Context: an optimization exercise on an open-source flow, tuned for small area. The choices shown serve that exercise and are no tape-out recipe. The RTL of this run was laid out without a check of its function.

### design/flow/config.mk
export PLATFORM = sky130hd
export DESIGN_NAME = edf_ic
export DESIGN_NICKNAME = edf_ic
export VERILOG_FILES = /design/flow/design.v
export SDC_FILE = /design/flow/constraint.sdc
export NUM_CORES = 4
export LEC_CHECK = 0
export CAP_MARGIN = 20
export CORE_MARGIN = 2
export CORE_UTILIZATION = 35
export SLEW_MARGIN = 20
### design/flow/constraint.sdc
create_clock -name core_clock -period 40.0 [get_ports {clk_i}]
set_input_delay 8.0000 -clock core_clock [delete_from_list [all_inputs] [get_ports {clk_i}]]
set_output_delay 8.0000 -clock core_clock [all_outputs]
set_load 0.01 [all_outputs]
### design/flow/design.v
module irq_gateway #(
  parameter int unsigned NrInputs = 32
)(
  input  logic                clk_i,
  input  logic                rst_ni,
  input  logic [NrInputs-1:0] trig_type_i,
  input  logic [NrInputs-1:0] trig_polarity_i,
  input  logic [NrInputs-1:0] irqs_i,
  input  logic [NrInputs-1:0] ip_i,
  output logic [NrInputs-1:0] irqs_o
);
logic [NrInputs-1:0] irqs_d, irqs_q;
assign irqs_d = irqs_i;
always @(posedge clk_i) begin
  if (~rst_ni) begin
    irqs_q <= '0;
  end else begin
    irqs_q <= irqs_d;
  end
end
for (genvar i=0; i<NrInputs; i++) begin : g_lines
  always_comb begin : output_assign
    irqs_o[i] = 1'b0;
    unique case ({trig_polarity_i[i], trig_type_i[i]})
      2'b00: begin  
        irqs_o[i] = irqs_i[i] & ~irqs_q[i];
      end
      2'b01: begin  
        irqs_o[i] = irqs_i[i] & irqs_q[i] & ~ip_i[i];
      end
      2'b10: begin  
        irqs_o[i] = ~irqs_i[i] & irqs_q[i];
      end
      2'b11: begin  
        irqs_o[i] = ~irqs_i[i] & ~irqs_q[i] & ~ip_i[i];
      end
      default:;
    endcase
  end : output_assign
end : g_lines
endmodule
module irq_arbiter #(
  parameter  int unsigned NrInputs  = 32,
  parameter  int unsigned PrioWidth = 8,
  localparam int unsigned IdxWidth  = $clog2(NrInputs)
)(
  input  logic [NrInputs-1:0]                valid_i,
  output logic                               valid_o,
  input  logic [NrInputs-1:0][PrioWidth-1:0] prio_i,
  output logic               [PrioWidth-1:0] prio_o,
  output logic                [IdxWidth-1:0] idx_o
);
localparam int unsigned NrNodes = NrInputs-1;
localparam logic SEL_A = 1'b0;
localparam logic SEL_B = 1'b1;
/*verilator lint_off UNOPTFLAT*/
logic [NrNodes-1:0][PrioWidth-1:0] node_prio;
logic [NrNodes-1:0][IdxWidth-1:0]  node_idx;
logic [NrNodes-1:0]                node_valid;
/*verilator lint_on UNOPTFLAT*/
assign valid_o = node_valid[NrNodes-1];
assign idx_o   = node_idx[NrNodes-1];
assign prio_o  = node_prio[NrNodes-1];
for (genvar i=0; i<IdxWidth; i++) begin : g_levels
 if (i == IdxWidth-1) begin : g_input
    for (genvar k=0; k<NrInputs/2; k++) begin : g_result
      localparam int unsigned IdxA = 2*k;
      localparam int unsigned IdxB = 2*k+1;
      logic sel;
      assign sel = arbitrate( valid_i[IdxA], valid_i[IdxB],
                    prio_i[IdxA], prio_i[IdxB]);
      assign node_prio[k]  = (sel == SEL_A) ? prio_i[IdxA]    : prio_i[IdxB];
      assign node_valid[k] = (sel == SEL_A) ? valid_i[IdxA]   : valid_i[IdxB];
      assign node_idx[k]   = (sel == SEL_A) ? IdxWidth'(IdxA) : IdxWidth'(IdxB);
    end : g_result
  end : g_input
  else begin : g_sort_nodes
    localparam int unsigned LayerBaseIdx  = NrInputs-(2**(i+2));
    localparam int unsigned OutputBaseIdx = NrInputs-(2**(i+1));
    localparam int unsigned LayerSizeOut  = 2**i;
    for (genvar k=0; k<LayerSizeOut; k++) begin : g_result
      localparam int unsigned IdxA = LayerBaseIdx  + 2*k;
      localparam int unsigned IdxB = LayerBaseIdx  + 2*k+1;
      localparam int unsigned IdxO = OutputBaseIdx + k;
      logic sel;
      assign sel = arbitrate( node_valid[IdxA], node_valid[IdxB],
                    node_prio[IdxA], node_prio[IdxB]);
      assign node_prio[IdxO]  = (sel == SEL_A) ? node_prio[IdxA]  : node_prio[IdxB];
      assign node_valid[IdxO] = (sel == SEL_A) ? node_valid[IdxA] : node_valid[IdxB];
      assign node_idx[IdxO]   = (sel == SEL_A) ? node_idx[IdxA]   : node_idx[IdxB];
    end : g_result
  end : g_sort_nodes
end : g_levels
function automatic logic arbitrate(
  input logic valid_a,
  input logic valid_b,
  input logic [PrioWidth-1:0] prio_a,
  input logic [PrioWidth-1:0] prio_b
);
  logic sel;
  sel = SEL_A;
  if(valid_b) begin
    if (~valid_a) sel = SEL_B;
    else if ($signed(prio_a) > $signed(prio_b)) sel = SEL_B;
  end
  arbitrate = sel;
endfunction
endmodule
module edf_ic #(
    parameter  int unsigned NrIrqs     = 32,
    parameter  int unsigned TsWidth    = 24,
    parameter  int unsigned TsClip     = 0,
    parameter  int unsigned BaseAddr   = 0,
    localparam int unsigned OutTsWidth = TsWidth + TsClip,
    localparam int unsigned IdWidth    = $clog2(NrIrqs)
) (
    input logic clk_i,
    input logic rst_ni,
    input  logic        cfg_req_i,
    input  logic        cfg_we_i,
    input  logic [31:0] cfg_addr_i,
    input  logic [31:0] cfg_wdata_i,
    output logic [31:0] cfg_rdata_o,
    input  logic [63:0] mtime_i,
    input  logic [NrIrqs-1:0] irq_i,
    output logic [IdWidth-1:0] irq_id_o,
    input  logic [IdWidth-1:0] irq_id_i,
    output logic [OutTsWidth-1:0] irq_dl_o,
    output logic irq_valid_o,
    input  logic irq_ack_i
);
logic [NrIrqs-1:0]                ip_d, ip_q;
logic [NrIrqs-1:0]                ie_d, ie_q;
logic [NrIrqs-1:0]                tt_d, tt_q;
logic [NrIrqs-1:0]                tp_d, tp_q;
logic [NrIrqs-1:0][TsWidth-2:0]   dl_d, dl_q;
logic [NrIrqs-1:0][TsWidth-1:0]   ts_d, ts_q;
logic [IdWidth-1:0] local_addr;
assign local_addr = cfg_addr_i[(IdWidth+2)-1:2];
logic [TsWidth-1:0] irq_dl_arb;
logic read_event, write_event;
assign read_event  = cfg_req_i & ~cfg_we_i;
assign write_event = cfg_req_i &  cfg_we_i;
logic [NrIrqs-1:0]              trig_type;
logic [NrIrqs-1:0]              trig_polarity;
logic [NrIrqs-1:0]              valid;
logic [NrIrqs-1:0]              ip;
logic [NrIrqs-1:0]              gated;
logic [NrIrqs-1:0][TsWidth-1:0] ts;
for (genvar i=0;i<NrIrqs;i++) begin : g_line
  assign ip[i]            = ip_q[i];
  assign valid[i]         = ie_q[i] & ip_q[i];
  assign ts[i]            = ts_q[i] - mtime_i[(TsWidth-1)+TsClip:TsClip];  
  assign trig_type[i]     = tt_q[i];
  assign trig_polarity[i] = tp_q[i];
end
always_ff @(posedge clk_i or negedge rst_ni) begin
  if (~rst_ni) begin
    ip_q <= '0;
    ie_q <= '0;
    tt_q <= '0;
    tp_q <= '0;
    dl_q <= '0;
    ts_q <= '0;
  end else begin
    ip_q <= ip_d;
    ie_q <= ie_d;
    tt_q <= tt_d;
    tp_q <= tp_d;
    dl_q <= dl_d;
    ts_q <= ts_d;
  end
end
always_comb begin : main_comb
  ip_d = ip_q;
  ie_d = ie_q;
  tt_d = tt_q;
  tp_d = tp_q;
  dl_d = dl_q;
  ts_d = ts_q;
  cfg_rdata_o = 32'h0;
  if (write_event) begin
    for (int i=0; i<NrIrqs; i++) begin
      if (local_addr == IdWidth'(i)) begin
        dl_d[i] = cfg_wdata_i[(TsWidth+8-1)-1:8];
        tp_d[i] = cfg_wdata_i[3];
        tt_d[i] = cfg_wdata_i[2];
        ip_d[i] = cfg_wdata_i[1];
        ie_d[i] = cfg_wdata_i[0];
      end
    end
  end
  else if (read_event) begin
    for (int i=0; i<NrIrqs; i++) begin
      if (local_addr == IdWidth'(i)) begin
        cfg_rdata_o = {
          1'b0,
          dl_q[i],
          4'b0,
          tp_q[i],
          tt_q[i],
          ip_q[i],
          ie_q[i]
          };
      end
    end
  end
  if (|gated) begin
    for(int i=0; i<NrIrqs; i++) begin
      if(gated[i]) begin
        ip_d[i] = 1'b1;
        ts_d[i] = {1'b0, dl_q[i]} + mtime_i[(TsWidth-1)+TsClip:TsClip];
      end
    end
  end
  if (irq_ack_i) begin
    for (int i=0; i<NrIrqs; i++) begin
      if (irq_id_i == IdWidth'(i)) ip_d[i] = 1'b0;
    end
  end
end : main_comb
irq_arbiter #(
  .NrInputs (NrIrqs),
  .PrioWidth(TsWidth)
) i_arb (
  .valid_i (valid),
  .valid_o (irq_valid_o),
  .prio_i  (ts),
  .prio_o  (irq_dl_arb),
  .idx_o   (irq_id_o)
);
irq_gateway #(
  .NrInputs (NrIrqs)
) i_gw (
  .clk_i,
  .rst_ni,
  .trig_polarity_i (trig_polarity),
  .trig_type_i     (trig_type),
  .ip_i            (ip),
  .irqs_i          (irq_i),
  .irqs_o          (gated)
);
if (TsClip == 0) begin : g_noclip
  assign irq_dl_o = irq_dl_arb;
end else begin : g_clip
  assign irq_dl_o = {irq_dl_arb, (TsClip'(0))};
end
endmodule
### design/flow/run.sh
#!/bin/bash
# synth_recipe.tcl (not shown) runs the flow's synth.tcl, then flattens the netlist and writes it again
# the make line also repeats each setting of config.mk as NAME=value (left out here)
make -C /OpenROAD-flow-scripts/flow DESIGN_CONFIG=/design/flow/config.mk WORK_HOME=/design/flow/orfs CLKGATE_MAP_FILE= SYNTH_SCRIPT=/design/flow/synth_recipe.tcl finish
==> summary.txt <==
[final cells by class]
cell class / instances / area [µm²] / share of cell area, %
diodes: 102 / 255 / 0.143
clock buffers: 285 / 6050 / 3.38
clock inverters: 98 / 1430 / 0.799
inverters: 1134 / 4290 / 2.40
multi-input cells: 15000 / 113000 / 63.2
flip-flops and latches: 1664 / 41500 / 23.2
well taps: 6000 / 7510 / 4.19
repair buffers: 592 / 4860 / 2.71
[per-layer routing]
| metal | wire (µm) | vias to the layer above | GRT usage [%] |
|---|---|---|---|
| li1 | - | 68100 | - |
| met1 | 326000 | 75300 | 44.0 |
| met2 | 334000 | 8184 | 48.9 |
| met3 | 90000 | 1977 | 9.45 |
| met4 | 72300 | 54 | 25.6 |
| met5 | 376 | - | 0 |
[cells in the mapped netlist (all sizes together), types with 35 or more instances]
cell type	number	area [µm²]
o31ai	334	2550
mux2i	330	3310
a21boi	194	1460
mux2	974	11000
ha	2184	27300
a22o	75	657
nand2	1574	5910
and3	114	713
o21ai	1567	7860
buf	78	443
a21oi	1328	6670
or2	99	619
o22ai	35	219
xnor2	655	5740
a21o	488	3660
nand2b	308	1930
o2111a	67	754
a22oi	178	1340
nor3	304	1550
a211oi	182	1390
nor2	1029	3890
o21a	330	2480
dfrtp	1632	40800
a31oi	120	751
nor4	39	265
o31a	49	429
a211o	41	359
xor2	499	4370
inv	1131	4250
o211ai	73	553
a221oi	103	933
a2111oi	56	512
nand3b	50	375
nand4	203	1270
o21bai	121	908
nand3	256	1280
nor2b	202	1260
and2	138	866
clkbuf	466	1750
fa	64	1280
or3	156	976
[logic make-up after synthesis]
| group | count (synthesis) | share of synthesized area (%) |
|---|---|---|
| DFF | 1664 | 25.9 |
| AOI/OAI and AO/OA | 5684 | 23.0 |
| adders and majority gates | 2257 | 17.9 |
| other | 1 | 0.00234 |
| xor gates and xnor gates | 1154 | 6.31 |
| and+or+nand+nor | 4587 | 13.7 |
| buffers and inverters | 1678 | 4.03 |
| muxes | 1326 | 9.22 |
[worst max path at each step]
stage,from,endpoint,slack [ns],cells past startpoint
3_5_place_dp,mtime_i[2],irq_dl_o[21],2.05,90
5_1_grt,mtime_i[2],irq_id_o[0],0.40,88
6_report,mtime_i[2],irq_dl_o[4],1.29,93
4_1_cts,mtime_i[2],irq_dl_o[21],1.98,90
3_3_place_gp,mtime_i[2],irq_dl_o[21],2.11,90
2_1_floorplan,mtime_i[1],irq_dl_o[3],3.07,93
[worst max-delay path: cells and delay by family]
family | cells | cell delay [ns]
compound gates | 42 | 8.94
buf+inv | 18 | 5.41
simple gates | 23 | 4.52
fa+ha+maj | 6 | 2.21
mux | 1 | 0.93
xor+xnor | 3 | 0.51
[sequential cells by signal (all words and copies together), names as in the netlist]
| name | cells |
|---|---|
| ie_q | 32 |
| tt_q | 32 |
| tp_q | 32 |
| i_gw.irqs_q | 32 |
| dl_q | 736 |
| ts_q | 768 |
| ip_q | 32 |
[stage by stage]
stage / setup slack, ns / std cells
2_1_floorplan: 3.07 / 18400
3_3_place_gp: 2.11 / 24400
3_5_place_dp: 2.05 / 24400
4_1_cts: 1.98 / 24800
5_1_grt: 0.400 / 24800
6_report: 1.29 / 24900
==> results by group <==
Outcome
  – Status: timing/DRC/antenna clean

Clock tree
  – CTS root buf: clkbuf_16
  – Clk Latency, worst-skew pair: about 1.0 ns
  – Total setup buffers inserted after CTS: 0
  – H-tree levels: 4
  – Clock net sink count: 1664
  – Reg clk slew, reported paths: roughly 0.060 ns
  – Num CTS Buffers: ~210
  – CTS tree: built
  – CTS Hold Bufs: 0
  – Post-CTS sizing: 0
  – Largest buffer count on any clock path: 4

Setup path
  – WS Path Type: in2out
  – Reg-to-Reg Start: dl_q[507]
  – Startpoint Class: input port
  – Worst-path maximum fanout: 19
  – Req. time, crit path: 32.00 ns
  – Crit path arrival time: 30.71 ns
  – CP max stage cell: mux2i_2
  – CP Capture Type: output port
  – Crit path top cell by count: buf_4
  – Worst R2R End: ts_q[551]
  – Reg-to-reg slack, setup: 35.09 ns
  – Worst reg2reg path depth: 16
  – CP peak stage delay: around 0.93 ns

Route
  – DRC: 0
  – Final ANT Viol Nets: 0
  – DRT Wirelength: between 800000 and 900000 µm
  – Wire per inst: about 33 µm
  – Via count: between 150k and 200k
  – Initial DRC Count: a little under 20000
  – Number of iterations in the first detailed-routing pass: 8
  – Vias per cell: between 6 and 7

Final layout
  – Layout area overhead: 11.8%
  – Commonest cells after routing, fill and taps aside: ha_1, dfrtp_1, nand2_1
  – NumNets Final: roughly 21000
  – Proportion of layout cells with a drive suffix above 1: between 10% and 20%
  – Post-layout util: between 30% and 40%
  – Cell area after layout: between 150000 and 200000 µm²
  – Most common cell after layout, fill and taps aside: ha_1
  – # fillers: 46600

STA
  – Achievable Freq: roughly 0.026 GHz
  – Slew @ Worst Pin: between 1 and 1.5 ns
  – Final hold viol count: 0
  – Final worst path period share: between 90% and 100%
  – Final setup skew: ~0.095 ns
  – Worst hold margin: 0.483 ns
  – Max-slew violations: 0
  – Setup tns final: 0 ns
  – Period minus WS final: 38.71 ns
  – RSZ-0062 raised after global routing: no
  – Final setup violation count: 0
  – Worst slew margin: roughly 9%

Floorplanning
  – Initial core utilization: a little over a third
  – Die width: just under 700 µm
  – Die H: between 600 and 700 µm
  – Core area: roughly 460000 µm²
  – Die ar.: approximately 460000 µm²
  – Row cnt: 248
  – Number of I/O pins: 232

Synth
  – EDFF count, synth: 0
  – Avg Inst Size Synth: 8.73 µm²
  – Main synth FF type: dfrtp_1
  – Number of warnings issued by yosys: 3
  – Register area share after synthesis: 25.9%
  – Post-synth ARST share: between 90% and 100%
  – Number of distinct library cells after synthesis: 126
  – Synth Cell Area: between 150000 and 200000 µm²
  – Synthesized flop and latch total: about 1700
  – Syn Inst Count: 18400

Placed design
  – DP Area: approximately 170000 µm²
  – GPL Wtd Cong: roughly 1.1
  – HPWL Detailed: about 650000 µm
  – Port-buffer cells: roughly 150

Global routing
  – Total track usage: roughly a third
  – Initial antenna violation count: 149
  – Overflow after GRT: 0
  – Largest net degree at the start of global routing: 148
  – Global-route wire length before repair: 1120000 µm
  – Vias in the first global route: 140000

Worst hold path
  – Hold Crit Start: ts_q[309]
  – HP Class: reg2reg
  – Min-Delay Endpoint: ts_q[309]
  – Worst Hold Depth: 2

Job
  – Max-cap violations: 0

==> afterwards: timing with drivers on the ports <==
Ports are ideal in the flow. The routed layout listed here was re-timed in OpenROAD.
Step 1, drivers: a clkbuf_16 drives clk_i and a buf_2 each remaining input, both assumed.
Step 2 moves the port delays by t, midway between the first and last clock arrival at a register: inputs arrive t later, outputs are due t later. That takes back most of the time a late clock gives input paths.
a / b / c = no drivers / after step 1 / after step 2; a / b = the first two.
t (ns): 1.074
setup WS [ns]: 1.290 / 1.271 / 1.271
slew at the worst register clock pin (ns): 0.08 / 0.08
pins driven straight from the clock port: 1
After both steps setup and hold are still met in this run. For this run, drivers alone change the setup slack by -0.019 ns; drivers and shift together by -0.019 ns.
